Background: an optimization exercise with open tools, aiming at small area and a short achievable clock period. Do not read the settings as production practice.
Function was checked by simulation only, so behaviour that the tests miss may differ from the original.
Power figures rest on the tool's default switching activity, not on a simulated workload.

<file path="flow/config.mk">
export PLATFORM = sky130hd
export DESIGN_NAME = Processor
export DESIGN_NICKNAME = Processor
export VERILOG_FILES = /design/flow/design.v
export SDC_FILE = /design/flow/constraint.sdc
export NUM_CORES = 4
export LEC_CHECK = 0
export CAP_MARGIN = 20
export CORE_MARGIN = 2
export CORE_UTILIZATION = 40
export PLACE_DENSITY = 0.6
export SLEW_MARGIN = 20
</file>
<file path="flow/run.sh">
#!/bin/bash
# synth_recipe.tcl (not shown) runs the flow's synth.tcl, then flattens the netlist and writes it again
# the make line also repeats each setting of config.mk as NAME=value (left out here)
make -C /OpenROAD-flow-scripts/flow DESIGN_CONFIG=/design/flow/config.mk WORK_HOME=/design/flow/orfs CLKGATE_MAP_FILE= SYNTH_SCRIPT=/design/flow/synth_recipe.tcl finish
</file>
<file path="flow/constraint.sdc">
create_clock -name core_clock -period 12.0 [get_ports {clk}]
set_input_delay 2.4000 -clock core_clock [delete_from_list [all_inputs] [get_ports {clk}]]
set_output_delay 2.4000 -clock core_clock [all_outputs]
set_load 0.01 [all_outputs]
</file>
<file path="flow/design.v">
module Processor(clk, rst, interrupt, in_port, imem_addr, imem_data, dmem_re, dmem_we, dmem_addr, dmem_wdata, dmem_rdata, out_valid, out_port);
    input clk, rst, interrupt;
    input [15:0] in_port;
    output [31:0] imem_addr;
    input  [15:0] imem_data;
    output dmem_re, dmem_we;
    output [10:0] dmem_addr;
    output [15:0] dmem_wdata;
    input  [15:0] dmem_rdata;
    output out_valid;
    output [15:0] out_port;
    reg [31:0] pc;
    reg [31:0] ret;           
    reg [15:0] sp;
    reg        fC, fN, fZ;    
    reg        zpend;         
    reg [1:0]  int_st;
    reg [2:0]  ret_st, reti_st;
    reg [15:0] rf [0:7];
    reg        fd_int;
    reg [15:0] fd_instr;
    reg [31:0] fd_pc;         
    reg        de_mr, de_mw;
    reg [1:0]  de_as;
    reg [2:0]  de_ds;
    reg [1:0]  de_bt;
    reg        de_call;
    reg        de_sum, de_pass, de_not, de_or, de_and, de_shl, de_shr;
    reg        de_yuse, de_yinv, de_yones, de_cin;
    reg        de_fcout, de_fncout, de_fsetc, de_fkeep;
    reg        de_fe;
    reg        de_spw, de_fw, de_wbsel, de_rw;
    reg [1:0]  de_plh;
    reg        de_out;
    reg        de_fa, de_fb;  
    reg [15:0] de_x, de_y;    
    reg [3:0]  de_sh;
    reg [2:0]  de_dst;
    reg        em_re, em_we;
    reg [10:0] em_addr;
    reg [15:0] em_wd;
    reg [15:0] em_alu;
    reg        em_spw, em_fw, em_wbsel, em_rw;
    reg [1:0]  em_plh;
    reg [2:0]  em_dst;
    reg        em_out;
    reg [15:0] mw_wd;
    reg        mw_fw, mw_out;
    wire [15:0] wdn = em_wbsel ? dmem_rdata : em_alu;
    wire [15:0] sp_n = em_spw ? em_alu : sp;
    wire zf_last = (em_alu == 16'b0);
    wire Z = zpend ? zf_last : fZ;
    wire BRANCH = (de_bt == 2'd1 && Z) || (de_bt == 2'd2 && fN) || (de_bt == 2'd3 && fC);
    wire [5:0] opcode = fd_instr[15:10];
    wire [2:0] f_src  = fd_instr[9:7];
    wire [2:0] f_dst  = fd_instr[6:4];
    wire [3:0] f_sh   = fd_instr[3:0];
    reg fdE, pcE, flush;
    reg [1:0] jsel;
    reg [6:0] MEMc;
    reg [12:0] EXc;
    reg [5:0] WBc;
    reg outc;
    reg [1:0] int_n;
    reg [2:0] ret_n, reti_n;
    always @(*) begin
        fdE = 1'b0; pcE = 1'b0; flush = 1'b0; jsel = 2'b00;
        MEMc = 7'b0; EXc = 13'b0; WBc = 6'b0; outc = 1'b0;
        int_n = 2'b00; ret_n = 3'b000; reti_n = 3'b000;
        if (|int_st || fd_int) begin
            EXc = 13'b0000111011001; WBc = 6'b100000;
            case (int_st)
                2'b00: begin int_n = 2'b01; MEMc = 7'b0111010; end
                2'b01: begin int_n = 2'b10; pcE = 1'b1; jsel = 2'b10; MEMc = 7'b0111100; end
                2'b10: begin fdE = 1'b1; pcE = 1'b1; MEMc = 7'b0111011; end
                default: begin EXc = 13'b0; WBc = 6'b0; end
            endcase
        end else if (|ret_st || opcode == 6'b100110) begin
            case (ret_st)
                3'd0: begin ret_n = 3'd1; EXc = 13'b0000110111001; MEMc = 7'b1010000; WBc = 6'b101100; end
                3'd1: begin ret_n = 3'd2; EXc = 13'b0000110111001; MEMc = 7'b1010000; WBc = 6'b101110; end
                3'd2: ret_n = 3'd3;
                3'd3: ret_n = 3'd4;
                3'd4: begin ret_n = 3'd5; pcE = 1'b1; jsel = 2'b11; end
                3'd5: begin fdE = 1'b1; pcE = 1'b1; end
                default: ;
            endcase
        end else if (|reti_st || opcode == 6'b100111) begin
            case (reti_st)
                3'd0: begin reti_n = 3'd2; EXc = 13'b0000110111001; MEMc = 7'b1010000; WBc = 6'b101101; end
                3'd2: begin reti_n = 3'd3; EXc = 13'b0000110111001; MEMc = 7'b1010000; WBc = 6'b101111; end
                3'd3: begin reti_n = 3'd1; EXc = 13'b0000110111001; MEMc = 7'b1010000; WBc = 6'b111000; end
                3'd1: reti_n = 3'd4;
                3'd4: begin reti_n = 3'd5; pcE = 1'b1; jsel = 2'b11; end
                3'd5: begin fdE = 1'b1; pcE = 1'b1; end
                default: ;
            endcase
        end else if (de_call) begin
            fdE = 1'b1; pcE = 1'b1;
            EXc = 13'b0000111011001; MEMc = 7'b0111101; WBc = 6'b100000;
        end else begin
            fdE = 1'b1; pcE = 1'b1;
            case (opcode)
                6'b000001: EXc = 13'b0000101000011;                                            
                6'b000010: EXc = 13'b0000101100011;                                            
                6'b000011: begin EXc = 13'b0000010100011; WBc = 6'b000001; end                 
                6'b000100: begin EXc = 13'b0000000000011; WBc = 6'b000001; end                 
                6'b000101: begin EXc = 13'b0000000100011; WBc = 6'b000001; end                 
                6'b111100: begin EXc = 13'b0000111011001; MEMc = 7'b0111001; WBc = 6'b100000; end  
                6'b110001: begin EXc = 13'b0000110111001; MEMc = 7'b1010000; WBc = 6'b101001; end  
                6'b010111: begin EXc = 13'b0000001000011; WBc = 6'b000001; end                 
                6'b011000: begin EXc = 13'b0000001100011; WBc = 6'b000001; end                 
                6'b011001: begin EXc = 13'b0000011100011; WBc = 6'b000001; end                 
                6'b011010: begin EXc = 13'b0000011000011; WBc = 6'b000001; end                 
                6'b010110: begin EXc = 13'b0000010000001; WBc = 6'b000001; end                 
                6'b011011: begin EXc = 13'b0000100000111; WBc = 6'b000001; end                 
                6'b011111: begin EXc = 13'b0000100100111; WBc = 6'b000001; end                 
                6'b010010: begin flush = 1'b1; EXc = 13'b0000010010001; WBc = 6'b000001; end   
                6'b010011: begin MEMc = 7'b1000000; WBc = 6'b001001; end                       
                6'b010100: MEMc = 7'b0101000;                                                  
                6'b100000: EXc = 13'b0010000000000;                                            
                6'b100001: EXc = 13'b0100101000000;                                            
                6'b100010: EXc = 13'b0110101000000;                                            
                6'b100100: begin flush = 1'b1; jsel = 2'b01; EXc = 13'b1000101000000; end      
                6'b001100: begin EXc = 13'b0000110000001; outc = 1'b1; end                     
                6'b110011: begin EXc = 13'b0000010001001; WBc = 6'b000001; end                 
                6'b100101: begin fdE = 1'b0; jsel = 2'b01; EXc = 13'b0001111011001; MEMc = 7'b0111110; WBc = 6'b100000; end  
                default: ;
            endcase
        end
    end
    wire hazard_pop = (ret_st == 3'd0) && (reti_st == 3'd0);
    wire load_use = de_mr && ((de_dst == f_src) || (de_dst == f_dst)) && hazard_pop;
    wire sel = BRANCH || load_use;
    wire special = |int_st || fd_int || |ret_st || |reti_st || de_call || opcode == 6'b100110 || opcode == 6'b100111;
    wire swap = !special && (opcode == 6'b000011 || opcode == 6'b000100 || opcode == 6'b000101 || opcode == 6'b001100);
    wire [15:0] rs = rf[f_src];
    wire [15:0] ry = rf[f_dst];
    wire spw_c = WBc[5];
    wire xf_em = ((swap ? f_dst == de_dst : f_src == de_dst) && de_rw) || (spw_c && de_spw);
    wire xf_mw = (swap ? f_dst == em_dst : f_src == em_dst) && em_rw;
    wire xf_sp = spw_c && em_spw;
    wire y_raw = (EXc[11:10] != 2'b00) || (MEMc[2:0] >= 3'd3);
    wire yf_em = f_dst == de_dst && de_rw && !y_raw;
    wire yf_mw = f_dst == em_dst && em_rw && !y_raw;
    reg [15:0] x_in;
    always @(*) begin
        if (xf_mw) x_in = wdn;
        else if (xf_sp) x_in = em_alu;
        else if (swap) x_in = ry;
        else case (EXc[4:3])
            2'b00: x_in = rs;
            2'b01: x_in = fd_pc[15:0];
            2'b10: x_in = imem_data;
            default: x_in = sp;
        endcase
    end
    wire [3:0] aop = EXc[8:5];
    wire aen = EXc[0] && !sel;
    wire c_sum = aen && (aop <= 4'd3 || aop == 4'd13 || aop == 4'd14);
    wire [31:0] fd_pcp = fd_pc + 32'd1;
    reg [15:0] y_in;
    always @(*) begin
        if (yf_mw) y_in = wdn;
        else case (MEMc[2:0])
            3'd3: y_in = fd_pc[31:16];
            3'd4: y_in = fd_pc[15:0];
            3'd5: y_in = fd_pcp[31:16];
            3'd6: y_in = fd_pcp[15:0];
            default: y_in = ry;
        endcase
    end
    wire [15:0] X = de_fa ? em_alu : de_x;
    wire [15:0] Y = de_fb ? em_alu : de_y;
    wire [15:0] yadd = de_yuse ? (Y ^ {16{de_yinv}}) : {16{de_yones}};
    wire [15:0] ag = X & yadd;
    wire [15:0] ap = X ^ yadd;
    wire [15:0] pg [0:4];
    wire [15:0] pp [0:4];
    assign pg[0] = {ag[15:1], ag[0] | (ap[0] & de_cin)};
    assign pp[0] = ap;
    genvar gl, gi;
    generate
        for (gl = 1; gl <= 4; gl = gl + 1) begin : sk_level
            for (gi = 0; gi < 16; gi = gi + 1) begin : sk_bit
                if ((gi >> (gl - 1)) % 2 == 1) begin : sk_merge
                    localparam integer J = ((gi >> (gl - 1)) << (gl - 1)) - 1;
                    assign pg[gl][gi] = pg[gl-1][gi] | (pp[gl-1][gi] & pg[gl-1][J]);
                    assign pp[gl][gi] = pp[gl-1][gi] & pp[gl-1][J];
                end else begin : sk_pass
                    assign pg[gl][gi] = pg[gl-1][gi];
                    assign pp[gl][gi] = pp[gl-1][gi];
                end
            end
        end
    endgenerate
    wire [16:0] carry = {pg[4], de_cin};
    wire [16:0] sum = {carry[16], ap ^ carry[15:0]};
    function [15:0] rev16(input [15:0] v);
        integer i;
        for (i = 0; i < 16; i = i + 1) rev16[i] = v[15 - i];
    endfunction
    wire [15:0] sh_in = de_shl ? rev16(X) : X;
    wire [16:0] sh_out = {sh_in, 1'b0} >> de_sh;    
    wire [15:0] sh = sh_out[16:1];
    wire [15:0] res = ({16{de_sum}} & sum[15:0]) | ({16{de_pass}} & X) | ({16{de_not}} & ~X)
                    | ({16{de_or}} & (X | Y)) | ({16{de_and}} & (X & Y))
                    | ({16{de_shl}} & rev16(sh)) | ({16{de_shr}} & sh);
    wire aC = (de_fcout & sum[16]) | (de_shl & X[15]) | (de_shr & X[0]) | de_fsetc;
    wire aN = (de_fncout & ~sum[16]) | (de_shl & sh_out[0]) | (de_fkeep & fN);
    wire alu_fw = de_fe && !mw_fw;    
    reg [10:0] addr_n;
    reg [15:0] wd_n;
    always @(*) begin
        case (de_as)
            2'd1: addr_n = Y[10:0];
            2'd2: addr_n = sum[10:0];    
            default: addr_n = X[10:0];
        endcase
        case (de_ds)
            3'd0: wd_n = X;
            3'd1: wd_n = Y;
            3'd2: wd_n = {13'b0, fC, fN, Z};
            default: wd_n = de_y;
        endcase
    end
    reg [31:0] pc_in;
    always @(*) begin
        if (BRANCH) pc_in = {16'b0, de_y};
        else case (jsel)
            2'd0: pc_in = pc + 32'd1;
            2'd1: pc_in = {16'b0, ry};
            2'd2: pc_in = 32'b0;
            default: pc_in = ret;
        endcase
    end
    wire pc_en = pcE && !load_use;
    wire fd_en = fdE && !load_use;
    wire [15:0] instr = (flush || BRANCH) ? 16'b0 : imem_data;
    assign imem_addr = pc;
    always @(posedge clk) begin
        if (rst) begin
            pc <= 32'd32;
            ret[31:16] <= 16'b0;
            sp <= 16'd2047;
            fC <= 1'b0; fN <= 1'b0; fZ <= 1'b0; zpend <= 1'b0;
            int_st <= 2'b0; ret_st <= 3'b0; reti_st <= 3'b0;
            fd_int <= 1'b0; fd_instr[15:10] <= 6'b0;
            de_mr <= 1'b0; de_mw <= 1'b0; de_bt <= 2'b0; de_call <= 1'b0; de_fe <= 1'b0;
            de_spw <= 1'b0; de_fw <= 1'b0; de_wbsel <= 1'b0; de_rw <= 1'b0; de_plh <= 2'b0; de_out <= 1'b0;
            em_re <= 1'b0; em_we <= 1'b0; em_spw <= 1'b0; em_fw <= 1'b0; em_wbsel <= 1'b0; em_rw <= 1'b0;
            em_plh <= 2'b0; em_out <= 1'b0;
            mw_fw <= 1'b0; mw_out <= 1'b0;
        end else begin
            if (pc_en) pc <= pc_in;
            if (em_plh == 2'b10) ret[31:16] <= wdn;
            sp <= sp_n;
            if (em_fw) begin
                {fC, fN, fZ} <= wdn[2:0];
                zpend <= 1'b0;
            end else begin
                if (alu_fw) begin fC <= aC; fN <= aN; end
                fZ <= Z;
                zpend <= alu_fw && !de_fkeep;
            end
            int_st <= int_n; ret_st <= ret_n; reti_st <= reti_n;
            if (fd_en) begin
                fd_int <= interrupt;
                fd_instr[15:10] <= instr[15:10];
            end
            de_mr <= sel ? 1'b0 : MEMc[6];
            de_mw <= sel ? 1'b0 : MEMc[5];
            de_bt <= sel ? 2'b0 : EXc[11:10];
            de_call <= sel ? 1'b0 : EXc[9];
            de_fe <= sel ? 1'b0 : EXc[1];
            de_spw <= sel ? 1'b0 : WBc[5];
            de_fw <= sel ? 1'b0 : WBc[4];
            de_wbsel <= sel ? 1'b0 : WBc[3];
            de_plh <= sel ? 2'b0 : WBc[2:1];
            de_rw <= sel ? 1'b0 : WBc[0];
            de_out <= outc;
            em_re <= de_mr;
            em_we <= de_mw & ~de_mr;
            em_spw <= de_spw; em_fw <= de_fw; em_wbsel <= de_wbsel; em_rw <= de_rw;
            em_plh <= de_plh; em_out <= de_out;
            mw_fw <= em_fw; mw_out <= em_out;
        end
    end
    wire [15:0] rf_d = rst ? 16'b0 : wdn;
    wire [7:0]  rf_we = rst ? 8'hff : (em_rw ? (8'b1 << em_dst) : 8'b0);
    integer ri;
    always @(posedge clk)
        for (ri = 0; ri < 8; ri = ri + 1)
            if (rf_we[ri]) rf[ri] <= rf_d;
    always @(posedge clk) begin
        if (em_plh == 2'b11) ret[15:0] <= wdn;
        if (fd_en) begin
            fd_instr[9:0] <= instr[9:0];
            fd_pc <= {pc[31:16], (interrupt || instr[15:10] == 6'b100101) ? pc[15:0] : in_port};
        end
        de_sum <= c_sum;
        de_pass <= aen && (aop == 4'd4 || aop == 4'd12);
        de_not <= aen && aop == 4'd5;
        de_or <= aen && aop == 4'd6;
        de_and <= aen && aop == 4'd7;
        de_shl <= aen && aop == 4'd8;
        de_shr <= aen && aop == 4'd9;
        de_yuse <= aop == 4'd2 || aop == 4'd3;
        de_yinv <= aop == 4'd3;
        de_yones <= aop == 4'd1 || aop == 4'd14;
        de_cin <= aop == 4'd0 || aop == 4'd3 || aop == 4'd13;
        de_fcout <= aop == 4'd0 || aop == 4'd2;
        de_fncout <= aop == 4'd1 || aop == 4'd3;
        de_fsetc <= aop == 4'd10;
        de_fkeep <= aop == 4'd10 || aop == 4'd11;
        de_fa <= xf_em; de_fb <= yf_em;
        de_x <= x_in; de_y <= y_in; de_sh <= f_sh; de_dst <= f_dst;
        de_as <= MEMc[4:3]; de_ds <= MEMc[2:0];
        em_addr <= addr_n; em_wd <= wd_n; em_alu <= res; em_dst <= de_dst;
        mw_wd <= wdn;
    end
    assign dmem_re = em_re;
    assign dmem_we = em_we;
    assign dmem_addr = em_addr;
    assign dmem_wdata = em_wd;
    assign out_valid = mw_out;
    assign out_port = mw_wd;
endmodule
</file>
==> results of run 1 <==
[synthesized netlist by cell type (all sizes together), types with 29 or more instances]
| library cell | instances | share of area (%) |
|---|---|---|
| dfxtp | 250 | 22 |
| nand2 | 235 | 3.8 |
| nor2 | 224 | 3.7 |
| edfxtp | 186 | 24 |
| a21oi | 137 | 3.0 |
| o21ai | 132 | 2.9 |
| clkbuf | 119 | 1.9 |
| inv | 83 | 1.3 |
| mux2i | 82 | 3.7 |
| nand3 | 69 | 1.5 |
| mux2 | 54 | 2.6 |
| a211oi | 50 | 1.7 |
| nor2b | 50 | 1.4 |
| xnor2 | 45 | 1.7 |
| nor3 | 44 | 1.1 |
| buf | 43 | 1.0 |
| xor2 | 43 | 1.6 |
| o211ai | 37 | 1.3 |
| and3 | 35 | 0.95 |
| a31oi | 34 | 0.95 |
| and2 | 30 | 0.81 |
| o22ai | 30 | 0.81 |
| mux4 | 29 | 2.8 |
[worst min-delay path by stage]
stage,startpoint,end
after floorplan,fd_instr[0]$_SDFFCE_PP0N_,de_sh[0]$_DFF_P_
after global placement,de_dst[0]$_DFF_P_,em_dst[0]$_DFF_P_
after global routing,de_dst[0]$_DFF_P_,em_dst[0]$_DFF_P_
after CTS,de_dst[0]$_DFF_P_,em_dst[0]$_DFF_P_
final,de_dst[0]$_DFF_P_,em_dst[0]$_DFF_P_
after detailed placement,de_dst[0]$_DFF_P_,em_dst[0]$_DFF_P_
[state kept, by name (all words and copies together) (netlist names), 3 cells and up, named ones only]
| signal | flops |
|---|---|
| rf | 128 |
| fd_pc | 32 |
| pc | 32 |
| ret | 32 |
| de_x | 16 |
| de_y | 16 |
| em_alu | 16 |
| em_wd | 16 |
| fd_instr | 16 |
| mw_wd | 16 |
| sp | 16 |
| em_addr | 11 |
| de_sh | 4 |
| de_ds | 3 |
| de_dst | 3 |
| em_dst | 3 |
| ret_st | 3 |
| reti_st | 3 |
[cells by family after synthesis]
logic type / share of synthesized area, %
muxes: 9.16
xor gates and xnor gates: 3.33
AOI/OAI and AO/OA: 19.1
buffers and inverters: 4.32
DFF: 45.8
and+or+nand+nor: 16.4
adders and majority gates: 1.95
[metal layers]
layer / wire [um] / GRT usage, %
met5: 64 / 0
met4: 3810 / 11.7
met3: 8670 / 5.45
met2: 39700 / 45.5
met1: 37500 / 40.2
[stage by stage]
| stage | setup WS, ps | utilization (%) | hold WS [ps] |
|---|---|---|---|
| global route | 6820 | 46.1 | 405 |
| finish | 7150 | 46.1 | 391 |
| floorplan | 7460 | - | 323 |
| global placement | 6860 | 43.4 | 385 |
| detailed placement | 6810 | 43.4 | 381 |
| CTS | 7200 | 46.1 | 393 |
[power by group through the flow]
stage	sequential, uW	clock, uW	combinational [uW]
6_report	2170	1490	1960
5_1_grt	2180	1560	2060
4_1_cts	2150	1500	1910
3_5_place_dp	2180	0	1900
3_3_place_gp	2180	0	1890
2_1_floorplan	2040	0	1150
[final cells by class]
cell class	instances	area share (%)
diodes	1	0.00945
clock inverters	25	0.855
well taps	765	3.61
clock buffers	64	5.03
multi-input cells	1718	43.7
flip-flops and latches	436	40.0
repair buffers	156	5.62
inverters	86	1.22
==> run_results.csv, run 1 <==
group,metric,value,unit
global_route,grt_pass1_vias,19000,
floorplanning,rows,88,
hold_path,min_path_type,"register to register",
critical_path,critPathCaptureType,"register",
critical_path,ff2ff_path_depth,14,
global_route,overflow,0,
pwr,p_seq_share,38.6,%
synth,synthCells,2402,
synth,mappedNetlistArea,23100,um^2
place,io_buffers,128,
pwr,swShare,38.7,%
floorplanning,die-height,244,um
drt,via_per_inst,6.25,
drt,firstDrtPassIters,8,
timing,max_freq,206,MHz
clock_network,tritoncts,"built",
finish,fin_cells,3251,
pwr,switching_power,2170,uW
hold_path,hold_depth,0,
clock_network,cts_resized,0,
critical_path,crit_buf_inv,2,
critical_path,cp.arrival,5340,ps
critical_path,cp.required,12490,ps
drt,drt-total-wl,89800,um
drt,first_iter_violations,2445,
timing,slew_viol_final,0,
clock_network,post-cts-setup-buffer-count,0,
timing,max-slew-margin-rel,19.7,%
clock_network,cts_buffer_depth,3,
pwr,pwr-share-comb,34.9,%
clock_network,path_clk_slew,70,ps
finish,drive_gt1_share,9.38,%
pwr,p_int,3440,uW
clock_network,cts_made_buffers,49,
place,place_area,24900,um^2
finish,layout_common_cells,"dfxtp_1 (249), nand2_1 (235), nor2_1 (223)",
floorplanning,io_pins,129,
pwr,leakage,0.00978,uW
timing,post-route-period-util,40.4,%
timing,rsz0062_at_grt,"no",
place,place_congestion,0.974,
synth,ys_seq_area_share,45.8,%
floorplanning,fp.dieArea,59800,um^2
clock_network,root_buffer,"clkbuf_16",
timing,finalClockSkew,21.5,ps
floorplanning,die_w,244,um
synth,syn-num-nets,2486,
clock_network,clkSinkCount,436,
synth,synthFlopType,"dfxtp_1",
synth,synth_edf_count,186,
timing,hold_viol_final,0,
critical_path,worstSetupStartpointType,"register",
clock_network,htreeDepth,2,
critical_path,critPathMostFrequentCell,"fa_1",
clock_network,hold_buffers,0,
critical_path,cp_slowest_cell,"dfxtp_1",
floorplanning,core-area,57500,um^2
global_route,grt_usage,29.3,%
timing,tightest_slew,1190,ps
finish,multi_input_area,11600,um^2
place,dp.cells,3160,
pwr,clkPwrFrac,26.5,%
critical_path,crit_start,"de_fa$_DFF_P_",
critical_path,cpLargestDelayFamily,"adder cells",
synth,syn_avg_cell_area,9.63,um^2
critical_path,max_stage_delay,810,ps
finish,postLayoutCellArea,26500,um^2
synth,synthArstFlopShare,0,%
critical_path,crit_path_end,"em_alu[8]$_DFF_P_",
timing,finalSetupViolCount,0,
drt,ant_nets,0,
global_route,grt_pass1_wl,129000,um
run_status,outcome,"timing/DRC/antenna clean",
timing,period_minus_slack,4850,ps
finish,fillers,5500,
critical_path,crit_chain,"mux2_2 > clkinv_1 > fa_1 > fa_1 > nor2b_1 > o21ai_0 > a21boi_0 > o21ai_0 > nor2b_1 > nor2_1 > fa_1 > inv_1 > a221o_1 > a221o_1",
pwr,finalPower,5620,uW
critical_path,path_class,"register to register",
finish,regArea,10600,um^2
floorplanning,initial_utilization,40.2,%
finish,final_nets,2531,
critical_path,reg2reg_to,"em_alu[8]$_DFF_P_",
global_route,antenna_found_initial,4,
drt,dr_total_vias,20300,
clock_network,clk_latency,600,ps
synth,yosysWarnings,2,
timing,setup_tns,0,ps
finish,syn_to_final_growth,14.5,%
pwr,power.density,212,nW/um^2
flow_run,maxCapViolCount,0,
synth,ys_types,95,
drt,routedWlPerCell,27.6,um
critical_path,ff2ff_setup_slack,7150,ps
place,hpwl,65300,um
critical_path,cp_max_fo,16,
global_route,grt_max_degree,70,
drt,drcViolationCount,0,
critical_path,cp.depth,14,
pwr,peakVddDrop,0.000109,V
synth,synth_seq_cells,436,
critical_path,crit-reg2reg-launch,"de_fa$_DFF_P_",
finish,final_common_cell,"dfxtp_1",
==> inputs of run 2 (changes only) <==
--- a/flow/design.v
+++ b/flow/design.v
@@ -55,80 +55,100 @@
     wire [2:0] f_src  = fd_instr[9:7];
     wire [2:0] f_dst  = fd_instr[6:4];
     wire [3:0] f_sh   = fd_instr[3:0];
-    reg fdE, pcE, flush;
-    reg [1:0] jsel;
-    reg [6:0] MEMc;
-    reg [12:0] EXc;
-    reg [5:0] WBc;
-    reg outc;
-    reg [1:0] int_n;
-    reg [2:0] ret_n, reti_n;
-    always @(*) begin
-        fdE = 1'b0; pcE = 1'b0; flush = 1'b0; jsel = 2'b00;
-        MEMc = 7'b0; EXc = 13'b0; WBc = 6'b0; outc = 1'b0;
-        int_n = 2'b00; ret_n = 3'b000; reti_n = 3'b000;
-        if (|int_st || fd_int) begin
-            EXc = 13'b0000111011001; WBc = 6'b100000;
-            case (int_st)
-                2'b00: begin int_n = 2'b01; MEMc = 7'b0111010; end
-                2'b01: begin int_n = 2'b10; pcE = 1'b1; jsel = 2'b10; MEMc = 7'b0111100; end
-                2'b10: begin fdE = 1'b1; pcE = 1'b1; MEMc = 7'b0111011; end
-                default: begin EXc = 13'b0; WBc = 6'b0; end
-            endcase
-        end else if (|ret_st || opcode == 6'b100110) begin
-            case (ret_st)
-                3'd0: begin ret_n = 3'd1; EXc = 13'b0000110111001; MEMc = 7'b1010000; WBc = 6'b101100; end
-                3'd1: begin ret_n = 3'd2; EXc = 13'b0000110111001; MEMc = 7'b1010000; WBc = 6'b101110; end
-                3'd2: ret_n = 3'd3;
-                3'd3: ret_n = 3'd4;
-                3'd4: begin ret_n = 3'd5; pcE = 1'b1; jsel = 2'b11; end
-                3'd5: begin fdE = 1'b1; pcE = 1'b1; end
-                default: ;
-            endcase
-        end else if (|reti_st || opcode == 6'b100111) begin
-            case (reti_st)
-                3'd0: begin reti_n = 3'd2; EXc = 13'b0000110111001; MEMc = 7'b1010000; WBc = 6'b101101; end
-                3'd2: begin reti_n = 3'd3; EXc = 13'b0000110111001; MEMc = 7'b1010000; WBc = 6'b101111; end
-                3'd3: begin reti_n = 3'd1; EXc = 13'b0000110111001; MEMc = 7'b1010000; WBc = 6'b111000; end
-                3'd1: reti_n = 3'd4;
-                3'd4: begin reti_n = 3'd5; pcE = 1'b1; jsel = 2'b11; end
-                3'd5: begin fdE = 1'b1; pcE = 1'b1; end
-                default: ;
-            endcase
-        end else if (de_call) begin
-            fdE = 1'b1; pcE = 1'b1;
-            EXc = 13'b0000111011001; MEMc = 7'b0111101; WBc = 6'b100000;
-        end else begin
-            fdE = 1'b1; pcE = 1'b1;
-            case (opcode)
-                6'b000001: EXc = 13'b0000101000011;                                            
-                6'b000010: EXc = 13'b0000101100011;                                            
-                6'b000011: begin EXc = 13'b0000010100011; WBc = 6'b000001; end                 
-                6'b000100: begin EXc = 13'b0000000000011; WBc = 6'b000001; end                 
-                6'b000101: begin EXc = 13'b0000000100011; WBc = 6'b000001; end                 
-                6'b111100: begin EXc = 13'b0000111011001; MEMc = 7'b0111001; WBc = 6'b100000; end  
-                6'b110001: begin EXc = 13'b0000110111001; MEMc = 7'b1010000; WBc = 6'b101001; end  
-                6'b010111: begin EXc = 13'b0000001000011; WBc = 6'b000001; end                 
-                6'b011000: begin EXc = 13'b0000001100011; WBc = 6'b000001; end                 
-                6'b011001: begin EXc = 13'b0000011100011; WBc = 6'b000001; end                 
-                6'b011010: begin EXc = 13'b0000011000011; WBc = 6'b000001; end                 
-                6'b010110: begin EXc = 13'b0000010000001; WBc = 6'b000001; end                 
-                6'b011011: begin EXc = 13'b0000100000111; WBc = 6'b000001; end                 
-                6'b011111: begin EXc = 13'b0000100100111; WBc = 6'b000001; end                 
-                6'b010010: begin flush = 1'b1; EXc = 13'b0000010010001; WBc = 6'b000001; end   
-                6'b010011: begin MEMc = 7'b1000000; WBc = 6'b001001; end                       
-                6'b010100: MEMc = 7'b0101000;                                                  
-                6'b100000: EXc = 13'b0010000000000;                                            
-                6'b100001: EXc = 13'b0100101000000;                                            
-                6'b100010: EXc = 13'b0110101000000;                                            
-                6'b100100: begin flush = 1'b1; jsel = 2'b01; EXc = 13'b1000101000000; end      
-                6'b001100: begin EXc = 13'b0000110000001; outc = 1'b1; end                     
-                6'b110011: begin EXc = 13'b0000010001001; WBc = 6'b000001; end                 
-                6'b100101: begin fdE = 1'b0; jsel = 2'b01; EXc = 13'b0001111011001; MEMc = 7'b0111110; WBc = 6'b100000; end  
-                default: ;
-            endcase
-        end
-    end
+    wire intr  = |int_st || fd_int;
+    wire retm  = !intr && (|ret_st || opcode == 6'b100110);
+    wire retim = !intr && !retm && (|reti_st || opcode == 6'b100111);
+    wire call2 = !intr && !retm && !retim && de_call;
+    wire norm  = !intr && !retm && !retim && !de_call;
+    wire cu_t0 = intr && int_st == 2'd0;
+    wire cu_t1 = intr && int_st == 2'd1;
+    wire cu_t2 = intr && int_st == 2'd2;
+    wire cu_t3 = retm && ret_st == 3'd0;
+    wire cu_t4 = retm && ret_st == 3'd1;
+    wire cu_t5 = retm && ret_st == 3'd2;
+    wire cu_t6 = retm && ret_st == 3'd3;
+    wire cu_t7 = retm && ret_st == 3'd4;
+    wire cu_t8 = retm && ret_st == 3'd5;
+    wire cu_t9 = retim && reti_st == 3'd0;
+    wire cu_t10 = retim && reti_st == 3'd2;
+    wire cu_t11 = retim && reti_st == 3'd3;
+    wire cu_t12 = retim && reti_st == 3'd1;
+    wire cu_t13 = retim && reti_st == 3'd4;
+    wire cu_t14 = retim && reti_st == 3'd5;
+    wire cu_t15 = call2;
+    wire cu_t16 = norm && opcode == 6'b000000;
+    wire cu_t17 = norm && opcode == 6'b000001;
+    wire cu_t18 = norm && opcode == 6'b000010;
+    wire cu_t19 = norm && opcode == 6'b000011;
+    wire cu_t20 = norm && opcode == 6'b000100;
+    wire cu_t21 = norm && opcode == 6'b000101;
+    wire cu_t22 = norm && opcode == 6'b111100;
+    wire cu_t23 = norm && opcode == 6'b110001;
+    wire cu_t24 = norm && opcode == 6'b010111;
+    wire cu_t25 = norm && opcode == 6'b011000;
+    wire cu_t26 = norm && opcode == 6'b011001;
+    wire cu_t27 = norm && opcode == 6'b011010;
+    wire cu_t28 = norm && opcode == 6'b010110;
+    wire cu_t29 = norm && opcode == 6'b011011;
+    wire cu_t30 = norm && opcode == 6'b011111;
+    wire cu_t31 = norm && opcode == 6'b010010;
+    wire cu_t32 = norm && opcode == 6'b010011;
+    wire cu_t33 = norm && opcode == 6'b010100;
+    wire cu_t34 = norm && opcode == 6'b100000;
+    wire cu_t35 = norm && opcode == 6'b100001;
+    wire cu_t36 = norm && opcode == 6'b100010;
+    wire cu_t37 = norm && opcode == 6'b100100;
+    wire cu_t38 = norm && opcode == 6'b001100;
+    wire cu_t39 = norm && opcode == 6'b110011;
+    wire cu_t40 = norm && opcode == 6'b100101;
+    wire cu_t41 = norm && opcode != 6'b000000 && opcode != 6'b000001 && opcode != 6'b000010 && opcode != 6'b000011 && opcode != 6'b000100 && opcode != 6'b000101 && opcode != 6'b111100 && opcode != 6'b110001 && opcode != 6'b010111 && opcode != 6'b011000 && opcode != 6'b011001 && opcode != 6'b011010 && opcode != 6'b010110 && opcode != 6'b011011 && opcode != 6'b011111 && opcode != 6'b010010 && opcode != 6'b010011 && opcode != 6'b010100 && opcode != 6'b100000 && opcode != 6'b100001 && opcode != 6'b100010 && opcode != 6'b100100 && opcode != 6'b001100 && opcode != 6'b110011 && opcode != 6'b100101;
+    wire fdE = cu_t2 | cu_t8 | cu_t14 | cu_t15 | cu_t16 | cu_t17 | cu_t18 | cu_t19 | cu_t20 | cu_t21 | cu_t22 | cu_t23 | cu_t24 | cu_t25 | cu_t26 | cu_t27 | cu_t28 | cu_t29 | cu_t30 | cu_t31 | cu_t32 | cu_t33 | cu_t34 | cu_t35 | cu_t36 | cu_t37 | cu_t38 | cu_t39 | cu_t41;
+    wire pcE = cu_t1 | cu_t2 | cu_t7 | cu_t8 | cu_t13 | cu_t14 | cu_t15 | cu_t16 | cu_t17 | cu_t18 | cu_t19 | cu_t20 | cu_t21 | cu_t22 | cu_t23 | cu_t24 | cu_t25 | cu_t26 | cu_t27 | cu_t28 | cu_t29 | cu_t30 | cu_t31 | cu_t32 | cu_t33 | cu_t34 | cu_t35 | cu_t36 | cu_t37 | cu_t38 | cu_t39 | cu_t40 | cu_t41;
+    wire flush = cu_t31 | cu_t37;
+    wire [1:0] jsel;
+    assign jsel[0] = cu_t7 | cu_t13 | cu_t37 | cu_t40;
+    assign jsel[1] = cu_t1 | cu_t7 | cu_t13;
+    wire [6:0] MEMc;
+    assign MEMc[0] = cu_t2 | cu_t15 | cu_t22;
+    assign MEMc[1] = cu_t0 | cu_t2 | cu_t40;
+    assign MEMc[2] = cu_t1 | cu_t15 | cu_t40;
+    assign MEMc[3] = cu_t0 | cu_t1 | cu_t2 | cu_t15 | cu_t22 | cu_t33 | cu_t40;
+    assign MEMc[4] = cu_t0 | cu_t1 | cu_t2 | cu_t3 | cu_t4 | cu_t9 | cu_t10 | cu_t11 | cu_t15 | cu_t22 | cu_t23 | cu_t40;
+    assign MEMc[5] = cu_t0 | cu_t1 | cu_t2 | cu_t15 | cu_t22 | cu_t33 | cu_t40;
+    assign MEMc[6] = cu_t3 | cu_t4 | cu_t9 | cu_t10 | cu_t11 | cu_t23 | cu_t32;
+    wire [12:0] EXc;
+    assign EXc[0] = cu_t0 | cu_t1 | cu_t2 | cu_t3 | cu_t4 | cu_t9 | cu_t10 | cu_t11 | cu_t15 | cu_t17 | cu_t18 | cu_t19 | cu_t20 | cu_t21 | cu_t22 | cu_t23 | cu_t24 | cu_t25 | cu_t26 | cu_t27 | cu_t28 | cu_t29 | cu_t30 | cu_t31 | cu_t38 | cu_t39 | cu_t40;
+    assign EXc[1] = cu_t17 | cu_t18 | cu_t19 | cu_t20 | cu_t21 | cu_t24 | cu_t25 | cu_t26 | cu_t27 | cu_t29 | cu_t30;
+    assign EXc[2] = cu_t29 | cu_t30;
+    assign EXc[3] = cu_t0 | cu_t1 | cu_t2 | cu_t3 | cu_t4 | cu_t9 | cu_t10 | cu_t11 | cu_t15 | cu_t22 | cu_t23 | cu_t39 | cu_t40;
+    assign EXc[4] = cu_t0 | cu_t1 | cu_t2 | cu_t3 | cu_t4 | cu_t9 | cu_t10 | cu_t11 | cu_t15 | cu_t22 | cu_t23 | cu_t31 | cu_t40;
+    assign EXc[5] = cu_t3 | cu_t4 | cu_t9 | cu_t10 | cu_t11 | cu_t18 | cu_t19 | cu_t21 | cu_t23 | cu_t25 | cu_t26 | cu_t30;
+    assign EXc[6] = cu_t0 | cu_t1 | cu_t2 | cu_t15 | cu_t17 | cu_t18 | cu_t22 | cu_t24 | cu_t25 | cu_t26 | cu_t27 | cu_t35 | cu_t36 | cu_t37 | cu_t40;
+    assign EXc[7] = cu_t0 | cu_t1 | cu_t2 | cu_t3 | cu_t4 | cu_t9 | cu_t10 | cu_t11 | cu_t15 | cu_t19 | cu_t22 | cu_t23 | cu_t26 | cu_t27 | cu_t28 | cu_t31 | cu_t38 | cu_t39 | cu_t40;
+    assign EXc[8] = cu_t0 | cu_t1 | cu_t2 | cu_t3 | cu_t4 | cu_t9 | cu_t10 | cu_t11 | cu_t15 | cu_t17 | cu_t18 | cu_t22 | cu_t23 | cu_t29 | cu_t30 | cu_t35 | cu_t36 | cu_t37 | cu_t38 | cu_t40;
+    assign EXc[9] = cu_t40;
+    assign EXc[10] = cu_t34 | cu_t36;
+    assign EXc[11] = cu_t35 | cu_t36;
+    assign EXc[12] = cu_t37;
+    wire [5:0] WBc;
+    assign WBc[0] = cu_t9 | cu_t10 | cu_t19 | cu_t20 | cu_t21 | cu_t23 | cu_t24 | cu_t25 | cu_t26 | cu_t27 | cu_t28 | cu_t29 | cu_t30 | cu_t31 | cu_t32 | cu_t39;
+    assign WBc[1] = cu_t4 | cu_t10;
+    assign WBc[2] = cu_t3 | cu_t4 | cu_t9 | cu_t10;
+    assign WBc[3] = cu_t3 | cu_t4 | cu_t9 | cu_t10 | cu_t11 | cu_t23 | cu_t32;
+    assign WBc[4] = cu_t11;
+    assign WBc[5] = cu_t0 | cu_t1 | cu_t2 | cu_t3 | cu_t4 | cu_t9 | cu_t10 | cu_t11 | cu_t15 | cu_t22 | cu_t23 | cu_t40;
+    wire outc = cu_t38;
+    wire [1:0] int_n;
+    assign int_n[0] = cu_t0;
+    assign int_n[1] = cu_t1;
+    wire [2:0] ret_n;
+    assign ret_n[0] = cu_t3 | cu_t5 | cu_t7;
+    assign ret_n[1] = cu_t4 | cu_t5;
+    assign ret_n[2] = cu_t6 | cu_t7;
+    wire [2:0] reti_n;
+    assign reti_n[0] = cu_t10 | cu_t11 | cu_t13;
+    assign reti_n[1] = cu_t9 | cu_t10;
+    assign reti_n[2] = cu_t12 | cu_t13;
     wire hazard_pop = (ret_st == 3'd0) && (reti_st == 3'd0);
     wire load_use = de_mr && ((de_dst == f_src) || (de_dst == f_dst)) && hazard_pop;
     wire sel = BRANCH || load_use;
==> run 2 against run 1 <==
Still clean on timing, DRC and antenna. Maximum frequency grew 3.4%. Utilization grew 0.39 points. Sequential power grew 13%.
==> run_results.csv, run 2 <==
group,metric,value,unit
run_status,outcome,"timing/DRC/antenna clean",
critical_path,path_class,"register to register",
floorplanning,io_pins,129,
place,dpl_worst_slack,7140,ps
place,place_congestion,1.01,
timing,finalSetupViolCount,0,
clock_network,post-cts-setup-buffer-count,0,
synth,synthFlopType,"dfxtp_1",
finish,drive_gt1_share,10.2,%
clock_network,cts_buffer_depth,3,
finish,layout_common_cells,"nand2_1 (241), dfxtp_1 (228), nor2_1 (212)",
critical_path,cp.arrival,5160,ps
critical_path,critPathCaptureType,"register",
timing,whs,339,ps
place,dp.cells,3168,
synth,synthDominantCellAreaShare,24.4,%
timing,max-slew-margin-rel,17.6,%
place,hpwl,65300,um
clock_network,clkSinkCount,414,
synth,synth_edf_count,186,
pwr,power.density,300,nW/um^2
timing,period_minus_slack,4690,ps
synth,syn-num-nets,2481,
place,io_buffers,128,
drt,drcViolationCount,0,
critical_path,cp_max_fo,18,
pwr,peakVddDrop,0.000145,V
global_route,grt_usage,30.4,%
drt,via_per_inst,6.34,
floorplanning,rows,87,
timing,finalClockSkew,21.4,ps
global_route,grt_max_degree,62,
synth,ys_types,99,
timing,tightest_slew,1220,ps
pwr,pwr-share-comb,51.1,%
clock_network,tritoncts,"built",
timing,hold_viol_final,0,
synth,synth_seq_cells,414,
clock_network,path_clk_slew,60,ps
clock_network,hold_buffers,0,
critical_path,ff2ff_setup_slack,7310,ps
drt,drt-total-wl,91900,um
pwr,clkPwrFrac,17.6,%
drt,firstDrtPassIters,8,
timing,setup_tns,0,ps
pwr,switching_power,3720,uW
clock_network,cts_made_buffers,46,
clock_network,root_buffer,"clkbuf_16",
floorplanning,core-area,56500,um^2
floorplanning,fp.dieArea,59100,um^2
clock_network,cts_resized,0,
synth,yosysWarnings,2,
floorplanning,die-height,243,um
synth,synth_top_cell_by_area,"edfxtp_1",
clock_network,htreeDepth,2,
drt,first_iter_violations,2575,
clock_network,clk_latency,620,ps
timing,max_freq,213,MHz
pwr,swShare,47.3,%
synth,syn_avg_cell_area,9.51,um^2
global_route,grt_pass1_vias,19600,
drt,routedWlPerCell,28.2,um
finish,top_register,"rf",
finish,final_common_cell,"nand2_1",
critical_path,cp.required,12470,ps
finish,syn_to_final_growth,14.9,%
floorplanning,initial_utilization,40.5,%
timing,rsz0062_at_grt,"no",
hold_path,min_path_type,"register to register",
synth,synth_commonest_cells,"nand2_1 (241), dfxtp_1 (228), nor2_1 (212)",
global_route,overflow,0,
critical_path,worstSetupStartpointType,"register",
synth,synthTopCellsByArea,"edfxtp_1 (24%), dfxtp_1 (20%), nand2_1 (4.0%)",
synth,synth_most_common_cell,"nand2_1",
synth,ys_seq_area_share,44.4,%
finish,largest_reg_flops,128,
drt,dr_total_vias,20600,
global_route,antenna_found_initial,1,
drt,ant_nets,0,
flow_run,maxCapViolCount,0,
timing,post-route-period-util,39.1,%
timing,slew_viol_final,0,
pwr,p_seq_share,31.2,%
synth,mappedNetlistArea,22900,um^2
timing,timing.final.ws_setup,7310,ps
finish,final_nets,2537,
synth,synthArstFlopShare,0,%
synth,synthCells,2404,
pwr,p_int,4150,uW
pwr,leakage,0.00951,uW
finish,fin_cells,3255,
global_route,grt_pass1_wl,134000,um
floorplanning,die_w,243,um
## run 2: stage by stage
| stage | instance area (um^2) | total power [uW] | utilization [%] |
|---|---|---|---|
| floorplan | 22900 | 4720 | - |
| global placement | 24800 | 6360 | 43.9 |
| detailed placement | 24800 | 6370 | 43.9 |
| CTS | 26300 | 7780 | 46.5 |
| global route | 26300 | 8210 | 46.5 |
| finish | 26300 | 7870 | 46.5 |
## run 2: kinds of logic (layout without fill, tap and decap cells)
logic type | count (synthesis) | count (layout) | share of synthesized area, %
other | 0 | 1 | 0
muxes | 168 | 168 | 9.67
and+or+nand+nor | 766 | 766 | 15.9
buffers and inverters | 260 | 354 | 4.56
xor gates and xnor gates | 83 | 83 | 3.18
DFF | 414 | 414 | 44.4
adders and majority gates | 26 | 26 | 1.59
AOI/OAI and AO/OA | 687 | 687 | 20.7
## run 2: layer usage
layer | track usage, % | wire [um] | part of all wire (%) | up-vias
li1 | - | - | - | 9129
met1 | 39.1 | 36400 | 40 | 10100
met2 | 48.2 | 42000 | 46 | 1191
met3 | 4.95 | 7630 | 8.3 | 240
met4 | 18.0 | 5870 | 6.4 | 0
met5 | 0 | 0 | 0 | -
## run 2: area by class of cell
cell class                 instances  area [um^2]
antenna                            1         2.50
clock buffer                      48         1160
clock inverter                    38          302
fill                            5266        30200
inverter                          84          317
multi-input combinational       1730        11700
sequential                       414        10100
tap                              756          946
timing repair buffer             184         1700
## run 2: worst max-delay path, cell delays in order (launching register included)
cell,delay (ps)
dfxtp_1,850
mux2_2,470
xor2_1,150
a21oi_1,210
fa_1,200
inv_1,60
fa_1,470
a211oi_1,310
o21ai_0,170
a31oi_1,350
inv_1,130
fa_1,420
xor2_1,170
a221o_1,300
a31oi_1,130
o221ai_1,130
## run 2: worst paths after layout
| path | from | to | cells past startpoint |
|---|---|---|---|
| worst max-delay path | de_fb$_DFF_P_ | em_alu[9]$_DFF_P_ | 15 |
| worst min-delay path | fd_instr[2]$_SDFFCE_PP0P_ | de_sh[2]$_DFF_P_ | 0 |
| worst max register to register | de_fb$_DFF_P_ | em_alu[9]$_DFF_P_ | 15 |
| worst min register to register | fd_instr[2]$_SDFFCE_PP0P_ | de_sh[2]$_DFF_P_ | 0 |
## run 2: power by group through the flow
stage / Clock, uW / Sequential [uW] / Combinational (uW)
2_1_floorplan: 0 / 2190 / 2530
4_1_cts: 1410 / 2440 / 3930
5_1_grt: 1470 / 2490 / 4260
3_5_place_dp: 0 / 2460 / 3910
3_3_place_gp: 0 / 2460 / 3900
6_report: 1390 / 2460 / 4030
==> inputs of run 3 (changes only) <==
--- a/flow/design.v
+++ b/flow/design.v
@@ -10,7 +10,7 @@
     output out_valid;
     output [15:0] out_port;
     reg [31:0] pc;
-    reg [31:0] ret;           
+    reg [15:0] ret_hi;        
     reg [15:0] sp;
     reg        fC, fN, fZ;    
     reg        zpend;         
@@ -178,15 +178,12 @@
     wire [3:0] aop = EXc[8:5];
     wire aen = EXc[0] && !sel;
     wire c_sum = aen && (aop <= 4'd3 || aop == 4'd13 || aop == 4'd14);
-    wire [31:0] fd_pcp = fd_pc + 32'd1;
     reg [15:0] y_in;
     always @(*) begin
         if (yf_mw) y_in = wdn;
         else case (MEMc[2:0])
-            3'd3: y_in = fd_pc[31:16];
-            3'd4: y_in = fd_pc[15:0];
-            3'd5: y_in = fd_pcp[31:16];
-            3'd6: y_in = fd_pcp[15:0];
+            3'd3, 3'd5: y_in = fd_pc[31:16];
+            3'd4, 3'd6: y_in = fd_pc[15:0];
             default: y_in = ry;
         endcase
     end
@@ -244,14 +241,15 @@
             default: wd_n = de_y;
         endcase
     end
+    wire [31:0] pc_plus = pc + 32'd1;
     reg [31:0] pc_in;
     always @(*) begin
         if (BRANCH) pc_in = {16'b0, de_y};
         else case (jsel)
-            2'd0: pc_in = pc + 32'd1;
+            2'd0: pc_in = pc_plus;
             2'd1: pc_in = {16'b0, ry};
             2'd2: pc_in = 32'b0;
-            default: pc_in = ret;
+            default: pc_in = {ret_hi, mw_wd};
         endcase
     end
     wire pc_en = pcE && !load_use;
@@ -261,7 +259,7 @@
     always @(posedge clk) begin
         if (rst) begin
             pc <= 32'd32;
-            ret[31:16] <= 16'b0;
+            ret_hi <= 16'b0;
             sp <= 16'd2047;
             fC <= 1'b0; fN <= 1'b0; fZ <= 1'b0; zpend <= 1'b0;
             int_st <= 2'b0; ret_st <= 3'b0; reti_st <= 3'b0;
@@ -273,7 +271,7 @@
             mw_fw <= 1'b0; mw_out <= 1'b0;
         end else begin
             if (pc_en) pc <= pc_in;
-            if (em_plh == 2'b10) ret[31:16] <= wdn;
+            if (em_plh == 2'b10) ret_hi <= wdn;
             sp <= sp_n;
             if (em_fw) begin
                 {fC, fN, fZ} <= wdn[2:0];
@@ -313,10 +311,11 @@
         for (ri = 0; ri < 8; ri = ri + 1)
             if (rf_we[ri]) rf[ri] <= rf_d;
     always @(posedge clk) begin
-        if (em_plh == 2'b11) ret[15:0] <= wdn;
         if (fd_en) begin
             fd_instr[9:0] <= instr[9:0];
-            fd_pc <= {pc[31:16], (interrupt || instr[15:10] == 6'b100101) ? pc[15:0] : in_port};
+            if (interrupt) fd_pc <= pc;
+            else if (instr[15:10] == 6'b100101) fd_pc <= pc_plus;
+            else fd_pc <= {pc[31:16], in_port};
         end
         de_sum <= c_sum;
         de_pass <= aen && (aop == 4'd4 || aop == 4'd12);
==> run 3 against run 2 <==
Largest power group unchanged. Combinational power is 2% higher. Global-route usage fell by 1.1 points. Sequential share of layout area is 0.063 points higher. Register-to-register slack worse by 180 ps. Largest cell class unchanged. Critical path type unchanged. Critical path depth did not move. Still clean. Clock skew is 3.0 ps lower. Design area shrank 4.9%. Clock power hardly changed. Die area shrank 4.5%. First-iteration DRC count down 5.3%.
==> run_results.csv, run 3 <==
group,metric,value,unit
finish,drive_gt1_share,8.36,%
clock_network,hold_buffers,0,
timing,post-route-period-util,40.6,%
finish,antenna_cells,0,
floorplanning,rows,85,
synth,synthDominantCellAreaShare,23.4,%
finish,final_common_cell,"dfxtp_1",
critical_path,worstSetupStartpointType,"register",
pwr,peakVddDrop,0.000186,V
pwr,leakage,0.00906,uW
floorplanning,die_w,238,um
flow_run,maxCapViolCount,0,
floorplanning,fp.dieArea,56400,um^2
timing,setup_tns,0,ps
clock_network,htreeDepth,2,
drt,via_per_inst,6.42,
synth,synthTopCellsByArea,"edfxtp_1 (23%), dfxtp_1 (21%), mux2i_1 (3.9%)",
drt,firstDrtPassIters,5,
pwr,power.density,316,nW/um^2
place,place_congestion,0.949,
global_route,grt_usage,29.3,%
synth,synthCells,2328,
synth,synth_most_common_cell,"dfxtp_1",
timing,tightest_slew,1200,ps
finish,largest_reg_flops,128,
synth,synth_top_cell_by_area,"edfxtp_1",
clock_network,root_buffer,"clkbuf_16",
finish,fin_cells,3087,
drt,first_iter_violations,2438,
global_route,antenna_found_initial,0,
synth,ys_seq_area_share,44.3,%
clock_network,cts_made_buffers,44,
synth,ys_types,93,
hold_path,worstHoldStart,"fd_instr[0]$_SDFFCE_PP0P_",
finish,top_register,"rf",
pwr,finalPower,7890,uW
finish,syn_to_final_growth,14.5,%
synth,synth-xor-area-share,3.05,%
synth,synth_seq_cells,398,
drt,routedWlPerCell,27.4,um
hold_path,min_to,"de_sh[0]$_DFF_P_",
hold_path,min_path_type,"register to register",
floorplanning,initial_utilization,40.5,%
synth,synth_top_family_by_area,"compound AO/OA/AOI/OAI gates",
critical_path,ff2ff_path_depth,15,
global_route,grt_max_degree,61,
drt,drcViolationCount,0,
timing,max_freq,205,MHz
synth,synthFlopType,"dfxtp_1",
synth,synth_compound_area_share,20.9,%
place,dp.cells,3009,
critical_path,ff2ff_setup_slack,7130,ps
clock_network,tritoncts,"built",
synth,syn-num-nets,2404,
clock_network,clkSinkCount,398,
pwr,p_int,4160,uW
hold_path,hold_depth,0,
clock_network,cts_resized,0,
critical_path,cp.required,12480,ps
floorplanning,io_pins,129,
run_status,outcome,"timing/DRC/antenna clean",
synth,synth_mux_area_share,8.65,%
floorplanning,core-area,53900,um^2
timing,max-slew-margin-rel,19.6,%
timing,finalSetupViolCount,0,
clock_network,clk_latency,600,ps
finish,top_regs,"rf x128, fd_pc x32, pc x32",
pwr,switching_power,3730,uW
synth,synth_edf_count,170,
timing,finalClockSkew,18.3,ps
timing,period_minus_slack,4870,ps
synth,synth_commonest_cells,"dfxtp_1 (228), nand2_1 (217), nor2_1 (197)",
critical_path,crit-reg2reg-launch,"de_fb$_DFF_P_",
synth,mappedNetlistArea,21800,um^2
finish,final_nets,2435,
finish,multi_input_area,11100,um^2
synth,yosysWarnings,2,
clock_network,cts_buffer_depth,3,
timing,rsz0062_at_grt,"no",
clock_network,path_clk_slew,60,ps
pwr,pwr-share-comb,52.4,%
finish,regArea,9670,um^2
synth,synthArstFlopShare,0,%
place,io_buffers,128,
critical_path,cp.arrival,5350,ps
drt,dr_total_vias,19800,
pwr,p_seq_share,30.0,%
clock_network,post-cts-setup-buffer-count,0,
critical_path,critPathCaptureType,"register",
timing,slew_viol_final,0,
synth,syn_avg_cell_area,9.37,um^2
drt,ant_nets,0,
pwr,clkPwrFrac,17.5,%
synth,synth_adder_area_share,1.61,%
finish,layout_common_cells,"dfxtp_1 (228), nand2_1 (217), nor2_1 (196)",
synth,synthSimpleGateAreaFrac,16.6,%
timing,hold_viol_final,0,
critical_path,reg2reg_to,"em_alu[9]$_DFF_P_",
global_route,grt_pass1_vias,18900,
place,hpwl,59600,um
finish,fillers,5060,
critical_path,path_class,"register to register",
floorplanning,die-height,238,um
global_route,overflow,0,
critical_path,cp_max_fo,17,
global_route,grt_pass1_wl,124000,um
pwr,swShare,47.2,%
drt,drt-total-wl,84500,um
==> run 3: worst max-delay path by stage <==
stage / from / endpoint / slack [ps]
2_1_floorplan: de_fb$_DFF_P_ / em_alu[9]$_DFF_P_ / 7470
3_5_place_dp: imem_data[13] / fd_pc[28]$_DFFE_PP_ / 7150
6_report: de_fb$_DFF_P_ / em_alu[9]$_DFF_P_ / 7130
4_1_cts: de_fb$_DFF_P_ / em_alu[9]$_DFF_P_ / 7170
5_1_grt: de_fb$_DFF_P_ / em_alu[9]$_DFF_P_ / 6950
3_3_place_gp: imem_data[14] / fd_pc[30]$_DFFE_PP_ / 7230
==> run 3: logic make-up after synthesis <==
family                     after synthesis
AOI/OAI and AO/OA                      664
xor gates and xnor gates                76
adders and majority gates               25
buffers and inverters                  274
DFF                                    398
muxes                                  146
and+or+nand+nor                        745
==> run 3: final cells by class <==
class	count	area share, %
clock buffers	62	5.05
clock inverters	16	0.736
inverters	97	1.46
multi-input cells	1656	44.4
flip-flops and latches	398	38.7
well taps	696	3.49
repair buffers	162	6.13
==> run 3: stage by stage <==
| step | cell area (um^2) | hold WS [ps] | worst slack [ps] | utilization (%) |
|---|---|---|---|---|
| after floorplan | 21800 | 323 | 7470 | - |
| after global placement | 23500 | 334 | 7230 | 43.6 |
| after detailed placement | 23500 | 342 | 7150 | 43.6 |
| after CTS | 25000 | 347 | 7170 | 46.3 |
| after global routing | 25000 | 350 | 6950 | 46.3 |
| final | 25000 | 340 | 7130 | 46.3 |
==> run 3: power groups by stage <==
stage	combinational (uW)	clock (uW)	sequential (uW)
2_1_floorplan	2670	0	2110
3_3_place_gp	3970	0	2360
3_5_place_dp	3990	0	2360
4_1_cts	4020	1400	2340
5_1_grt	4380	1450	2390
6_report	4130	1380	2370
==> run 3: worst max-delay path: stages (launching register included) <==
cell      delay (ps)
dfxtp_1          890
mux2_2           470
xor2_1           160
a21oi_1          250
fa_1             220
inv_1             70
fa_1             540
a211oi_1         240
nor2_1            90
o41a_1           430
a21o_1           240
fa_1             430
xor2_1           170
a22oi_1          150
o211ai_1         110
a221o_1          290
==> run 3: metal layers <==
| metal | routed length, um | GRT usage [%] | vias up |
|---|---|---|---|
| li1 | - | - | 8729 |
| met1 | 34500 | 39.4 | 9661 |
| met2 | 37100 | 44.7 | 1216 |
| met3 | 8080 | 5.78 | 209 |
| met4 | 4700 | 15.6 | 0 |
| met5 | 0 | 0 | - |
==> inputs of run 4 (changes only) <==
--- a/flow/design.v
+++ b/flow/design.v
@@ -314,7 +314,7 @@
         if (fd_en) begin
             fd_instr[9:0] <= instr[9:0];
             if (interrupt) fd_pc <= pc;
-            else if (instr[15:10] == 6'b100101) fd_pc <= pc_plus;
+            else if (imem_data[15:10] == 6'b100101) fd_pc <= pc_plus;    
             else fd_pc <= {pc[31:16], in_port};
         end
         de_sum <= c_sum;
==> flow/flow/run.sh (new file) <==
#!/bin/bash
# Own layout flow: the standard layout (standard.sh) with
#  - port buffers of buf_2 cells instead of the default delay-buffer cells,
#  - repair_timing aiming for a setup slack of SETUP_MARGIN ns at the design's clock period.
# Each tool's full output goes to a log file in the work folder.
set -euo pipefail
WORK=$(cd "$(dirname "$0")/.." && pwd)
cd "$WORK"
SETUP_MARGIN=$(cat flow/setup_margin.txt)
ORIG=$(grep -o "SYNTH_SCRIPT=[^ ]*" standard.sh | head -1 | cut -d= -f2- | tr -d "'")
test -f "$ORIG"
cat > "$WORK/synth_abc.tcl" <<EOT
proc abc {args} {
  set i [lsearch -exact \$args -script]
  if { \$i >= 0 } {
    lset args [expr {\$i + 1}] $WORK/flow/abc_area_delay.script
  }
  yosys abc {*}\$args
}
source $ORIG
EOT
sed -e "s#SYNTH_SCRIPT=[^ ]*#SYNTH_SCRIPT=$WORK/synth_abc.tcl #" standard.sh > flow_standard.sh
grep -q "SYNTH_SCRIPT=$WORK/synth_abc.tcl" flow_standard.sh
bash flow_standard.sh \
  "BUFFER_PORTS_ARGS=-buffer_cell sky130_fd_sc_hd__buf_2" \
  "SETUP_SLACK_MARGIN=$SETUP_MARGIN" \
  finish > "$WORK/flow_make.log" 2>&1
test -f out/final.def
==> flow/flow/abc_area_delay.script (new file) <==
&get -n
&st
&dch
&nf
&put
buffer -c
topo
stime -c
upsize -c
dnsize -c
==> flow/flow/setup_margin.txt (new file) <==
8.3
==> flow/standard.sh (new file) <==
#!/bin/bash
# synth_recipe.tcl (not shown) runs the flow's synth.tcl, then flattens the netlist and writes it again
# the make line also repeats each setting of config.mk as NAME=value (left out here)
make -C /OpenROAD-flow-scripts/flow DESIGN_CONFIG=/design/flow/config.mk WORK_HOME=/design/flow/orfs CLKGATE_MAP_FILE= SYNTH_SCRIPT=/design/flow/synth_recipe.tcl "${@:-finish}"
removed: flow/run.sh
==> run 4 against run 3 <==
Worst setup slack improved by 1200 ps. First-iteration DRC count fell by 2.3%. Synthesized cell count down 4.3%. Global-route usage decreased by 0.54 points. Critical endpoint is now imem_addr[5]. Highest routed layer unchanged.
==> run_results.csv, run 4 <==
group,metric,value,unit
run_status,outcome,"timing/DRC/antenna clean",
finish,top_register,"rf",
place,hpwl,56200,um
critical_path,crit_buf_inv,1,
finish,layout_common_cells,"nor2_1 (225), a21oi_1 (215), dfxtp_1 (204)",
drt,dr_total_vias,18700,
critical_path,cp.arrival,1300,ps
place,dp.cells,2908,
pwr,power.density,303,nW/um^2
synth,synth_edf_count,170,
critical_path,cp_slowest_cell,"dfxtp_1",
synth,synthTopCellsByArea,"edfxtp_1 (25%), dfxtp_1 (22%), a21oi_1 (5.2%)",
clock_network,htreeDepth,2,
finish,antenna_cells,0,
drt,drt-total-wl,79200,um
finish,top_regs,"rf x128, fd_pc x32, pc x32",
synth,syn_avg_cell_area,9.34,um^2
clock_network,clk_latency,610,ps
timing,finalSetupViolCount,0,
critical_path,max_stage_delay,500,ps
global_route,grt_pass1_vias,17100,
finish,fillers,4830,
timing,period_minus_slack,3700,ps
pwr,finalPower,7250,uW
synth,synth_commonest_cells,"dfxtp_1 (228), nor2_1 (227), a21oi_1 (215)",
place,place_congestion,0.982,
critical_path,critPathCaptureType,"output port",
synth,synth_seq_cells,398,
clock_network,clkSinkCount,398,
synth,synthFlopType,"dfxtp_1",
finish,largest_reg_flops,128,
critical_path,cp.required,9600,ps
floorplanning,fp.dieArea,53900,um^2
finish,syn_to_final_growth,15.1,%
timing,timing.final.ws_setup,8300,ps
drt,via_per_inst,6.21,
flow_run,maxCapViolCount,0,
drt,firstDrtPassIters,7,
timing,slew_viol_final,0,
floorplanning,initial_utilization,40.5,%
synth,syn-num-nets,2305,
critical_path,crit_chain,"buf_2",
timing,max_freq,270,MHz
critical_path,cpLargestDelayFamily,"flip-flops",
synth,yosysWarnings,2,
hold_path,min_path_type,"register to register",
critical_path,cp_max_fo,6,
drt,drcViolationCount,0,
drt,ant_nets,0,
timing,max-slew-margin-rel,24.1,%
finish,drive_gt1_share,17.3,%
floorplanning,die_w,232,um
synth,synthCells,2229,
floorplanning,core-area,51400,um^2
critical_path,path_class,"register to output port",
timing,rsz0062_at_grt,"yes",
global_route,grt_pass1_wl,115000,um
floorplanning,rows,83,
finish,fin_cells,3020,
place,dpl_worst_slack,7180,ps
finish,final_nets,2378,
synth,synth_top_cell_by_area,"edfxtp_1",
drt,routedWlPerCell,26.2,um
global_route,grt_max_degree,69,
floorplanning,die-height,232,um
pwr,leakage,0.00936,uW
clock_network,root_buffer,"clkbuf_16",
clock_network,cts_made_buffers,47,
synth,ys_seq_area_share,46.5,%
synth,synthArstFlopShare,0,%
clock_network,cts_buffer_depth,3,
global_route,overflow,0,
clock_network,tritoncts,"built",
pwr,peakVddDrop,0.000253,V
floorplanning,io_pins,129,
synth,ys_types,94,
finish,final_common_cell,"nor2_1",
finish,postLayoutCellArea,24000,um^2
synth,mappedNetlistArea,20800,um^2
timing,post-route-period-util,30.8,%
critical_path,worstSetupStartpointType,"register",
synth,synth_most_common_cell,"dfxtp_1",
place,place_area,21900,um^2
clock_network,path_clk_slew,70,ps
global_route,grt_usage,28.8,%
timing,tightest_slew,1130,ps
global_route,antenna_found_initial,0,
drt,first_iter_violations,2381,
timing,setup_tns,0,ps
timing,finalClockSkew,23.6,ps
place,io_buffers,128,
timing,hold_viol_final,0,
synth,synthDominantCellAreaShare,24.5,%
-- run 4: changes by cell type after synthesis, sizes merged, moves of 13 or more --
| cell | previous run | this run |
|---|---|---|
| a21oi | 134 | 217 |
| a22oi | 40 | 84 |
| o211ai | 45 | 12 |
| nand2 | 217 | 185 |
| mux4 | 31 | 1 |
| nor2 | 199 | 228 |
| o22ai | 46 | 20 |
| a211o | 20 | 2 |
| a221o | 12 | 29 |
| inv | 94 | 77 |
| o221ai | 21 | 4 |
| and3 | 30 | 15 |
| a222oi | 1 | 15 |
| mux2 | 31 | 18 |
-- run 4: path summary, 6_finish.rpt --
| path | startpoint | to | slack, ps | cells after the start |
|---|---|---|---|---|
| worst max-delay path | pc[5]$_SDFFE_PP1P_ | imem_addr[5] | 8300 | 1 |
| worst min-delay path | fd_instr[2]$_SDFFCE_PP0P_ | de_sh[2]$_DFF_P_ | 340 | 0 |
| worst max register to register | fd_instr[11]$_SDFFE_PP0P_ | de_x[11]$_DFF_P_ | 8370 | 11 |
| worst min register to register | fd_instr[2]$_SDFFCE_PP0P_ | de_sh[2]$_DFF_P_ | 340 | 0 |
-- run 4: area by class of cell --
cell class	count	area, um^2	share of cell area (%)
clock buffer	70	1360	5.69
clock inverter	17	231	0.966
inverter	78	293	1.22
multi-input combinational	1586	10300	43.0
sequential	398	9710	40.5
tap	680	851	3.55
timing repair buffer	191	1210	5.04
-- run 4: timing repair --
action,4_1_cts,5_1_grt
hold buffers,0,0
setup endpoints to repair,91,149
pin swaps,4,1
gates cloned,1,0
gates resized for setup,37,26
setup buffers,9,15
-- run 4: metal layers --
layer	share of wire (%)	vias to the layer above	GRT usage, %
li1	-	8380	-
met3	11	148	5.10
met5	0	-	0
met1	42	9021	41.3
met4	4.1	0	12.1
met2	43	1195	42.6
-- run 4: cells by family after synthesis --
logic type	share of synthesized area, %
and+or+nand+nor	16.7
xor gates and xnor gates	2.65
muxes	5.43
buffers and inverters	5.09
AOI/OAI and AO/OA	21.9
adders and majority gates	1.68
DFF	46.5
-- run 4: stage by stage --
| stage | utilization, % | hold slack, ps |
|---|---|---|
| after floorplan | - | 323 |
| after global placement | 42.6 | 328 |
| after detailed placement | 42.7 | 329 |
| after CTS | 46.2 | 334 |
| after global routing | 46.6 | 351 |
| final | 46.6 | 336 |
-- run 4: report_power, final --
group | internal (uW) | switching [uW] | leakage (uW)
logic | 1210 | 2230 | 0.00494
clock network | 879 | 599 | 0.000776
registers | 1880 | 456 | 0.00364

## re-timing with driven ports
In the flow no input, the clock included, has a driving cell. The finished layouts below were timed again as built, in two steps. Step 1, drivers: a clkbuf_16 drives clk and a buf_2 each remaining input, both assumed. Step 2, shift: input delay + t, output delay - t, t = (earliest + latest rising clock arrival at the registers) / 2. This alone moves slack from input paths to output paths. a / b / c = no drivers / after step 1 / after step 2; a / b = the first two.
run | t (ns) | setup WS [ns] | worst setup path after step 2
run 1 | 0.661 | 7.151 / 7.151 / 6.828 | input to register
run 2 | 0.671 | 7.310 / 7.310 / 7.119 | input to register
run 3 | 0.659 | 7.131 / 7.131 / 7.103 | input to register
run 4 | 0.653 | 8.303 / 8.244 / 7.835 | input to register
After both steps every run listed still meets setup and hold. For run 4, which loses most, drivers alone change the setup slack by -0.059 ns; drivers and shift together by -0.468 ns.
